Background: an optimization exercise with open tools, aiming at small area, a short achievable clock period and few clock cycles per item. Do not read the settings as production practice. RTL that was checked went through simulation tests only; none was proved equivalent to the original. Power figures rest on the tool's default switching activity, not on a simulated workload.

Design mul_fu, start of the top module:
module mul_fu (
    input  logic        clk,
    input  logic        rst_n,
    input  logic        in_valid,
    input  logic [3:0]  in_ctrl,
    input  logic [31:0] in_a,
    input  logic [31:0] in_b,
    input  logic [6:0]  in_tag,
    output logic        in_ready,
    output logic        out_req,
    output logic [6:0]  out_tag,
    output logic [31:0] out_data,
    input  logic        out_grant
);
    localparam logic [3:0] ALU_MUL = 4'd1;
    localparam int MIDW = 119;
    logic              s1_v, s2_v, q0_v, q1_v;
    logic [31:0]       s1_a;
    logic [15:0]       s1_one, s1_two, s1_neg;
    logic [6:0]        s1_tag, s2_tag, q0_tag, q1_tag;
    logic [MIDW-1:0]   s2_mid;
    logic [31:0]       q0_data, q1_data;
    logic [3:0]        occ;     
    logic              rdy;
    logic [MIDW-1:0]   mid_d;
    logic [31:0]       row0, row1, q0_d;
    mul_core u_core (
  ...
Settings: LEC_CHECK=0, ABC_CLOCK_PERIOD_IN_PS=2500, CAP_MARGIN=50, CORE_MARGIN=2, CORE_UTILIZATION=40, SLEW_MARGIN=70, SYNTH_HIERARCHICAL=1, SYNTH_MINIMUM_KEEP_SIZE=0; clock period 10.0 ns.
standard.sh (not shown) runs the stock make flow with config.mk's settings and CLKGATE_MAP_FILE= SYNTH_SCRIPT=/design/flow/synth_recipe.tcl, a recipe that flattens the netlist after the stock synthesis.
==> flow/flow/run.sh <==
#!/bin/bash
# Standard ORFS layout (the standard.sh), with the port buffers made plain
# buffers (buf_2) instead of the delay buffer buffer_ports picks by default.
set -euo pipefail
bash standard.sh synth > synth.log 2>&1
bash standard.sh BUFFER_PORTS_ARGS="-buffer_cell sky130_fd_sc_hd__buf_2" finish > layout.log 2>&1
Then changed:
==> flow/run.sh (new file) <==
#!/bin/bash
# synth_recipe.tcl (not shown) runs the flow's synth.tcl, then flattens the netlist and writes it again
# the make line also repeats each setting of config.mk as NAME=value (left out here)
make -C /OpenROAD-flow-scripts/flow DESIGN_CONFIG=/design/flow/config.mk WORK_HOME=/design/flow/orfs CLKGATE_MAP_FILE= SYNTH_SCRIPT=/design/flow/synth_recipe.tcl finish
removed: flow/flow/run.sh
removed: flow/standard.sh
What happened: Power rises by 1.0%; clock power barely changes; setup slack loses 0.046 ns; final cell count hardly moves; fmax falls by 1.2%; non-clock buffer count rises by 3; clock-buffer cell count rises by 3; sequential power hardly moves; sequential share of layout area falls by 0.89 points; synthesized area is unchanged; sequential cell count stays the same.
Function was not checked in any run of this note: the RTL went through the layout flow alone.


mul_fu, a different RTL version from the one above (not shown whole).
Size: about 1700 cells after synthesis, roughly 280 flip-flops, about 0.021 mm^2 of cells after synthesis.
==> flow/config.mk <==
export PLATFORM = sky130hd
export DESIGN_NAME = mul_fu
export DESIGN_NICKNAME = mul_fu
export VERILOG_FILES = /design/flow/design.v
export SDC_FILE = /design/flow/constraint.sdc
export NUM_CORES = 4
export LEC_CHECK = 0
export ABC_CLOCK_PERIOD_IN_PS = 2500
export CAP_MARGIN = 30
export CORE_MARGIN = 2
export CORE_UTILIZATION = 60
export CTS_BUF_LIST = sky130_fd_sc_hd__clkbuf_4 sky130_fd_sc_hd__clkbuf_8
export CTS_CLUSTER_DIAMETER = 50
export CTS_CLUSTER_SIZE = 16
export SLEW_MARGIN = 50
export SYNTH_HIERARCHICAL = 1
export SYNTH_MINIMUM_KEEP_SIZE = 0
==> flow/constraint.sdc <==
create_clock -name core_clock -period 10.0 [get_ports {clk}]
set_input_delay 2.0000 -clock core_clock [delete_from_list [all_inputs] [get_ports {clk}]]
set_output_delay 2.0000 -clock core_clock [all_outputs]
set_load 0.01 [all_outputs]
==> flow/flow/run.sh <==
#!/bin/bash
# Standard ORFS layout (the standard.sh), with the port buffers made plain
# buffers (buf_2) instead of the delay buffer buffer_ports picks by default.
set -euo pipefail
bash standard.sh synth > synth.log 2>&1
bash standard.sh BUFFER_PORTS_ARGS="-buffer_cell sky130_fd_sc_hd__buf_2" finish > layout.log 2>&1
The baseline finished clean.
Testbench counts at the start, summed over its fixed seeds: cycles 2,374, items 2,048.
Next try:
CTS_CLUSTER_DIAMETER = unset   (was 50)
CTS_CLUSTER_SIZE = unset   (was 16)
Outcome: Flip-flop and latch count is unchanged. Critical path depth stays the same. Utilization rose by 0.51 points.

-- what the ideal ports hide --
Ports are ideal in the flow. The routed layouts listed here were re-timed in OpenROAD. Step 1 (the two cells are an assumption about what drives the block):
set clk [get_ports {clk}]
set_driving_cell -lib_cell sky130_fd_sc_hd__clkbuf_16 $clk
set_driving_cell -lib_cell sky130_fd_sc_hd__buf_2 [delete_from_list [all_inputs] $clk]
Step 2 moves the port delays by t, midway between the first and last clock arrival at a register: inputs arrive t later, outputs are due t later. That takes back most of the time a late clock gives input paths. a / b / c = ideal ports / drivers / drivers and shift; a / b = the first two.
run	shift t [ns]	setup slack, ns	clock arrival spread, ns	slew at the worst register clock pin (ns)
the first run of note 1	0.609	6.123 / 6.123 / 6.123	0.040 / 0.040	0.06 / 0.06
the second run of note 1	0.609	6.078 / 6.078 / 6.078	0.054 / 0.055	0.07 / 0.07
the first run of note 2	0.649	6.493 / 6.493 / 6.493	0.034 / 0.034	0.10 / 0.10
the second run of note 2	0.675	6.513 / 6.513 / 6.513	0.026 / 0.026	0.07 / 0.07
After both steps setup and hold are still met in every run listed.
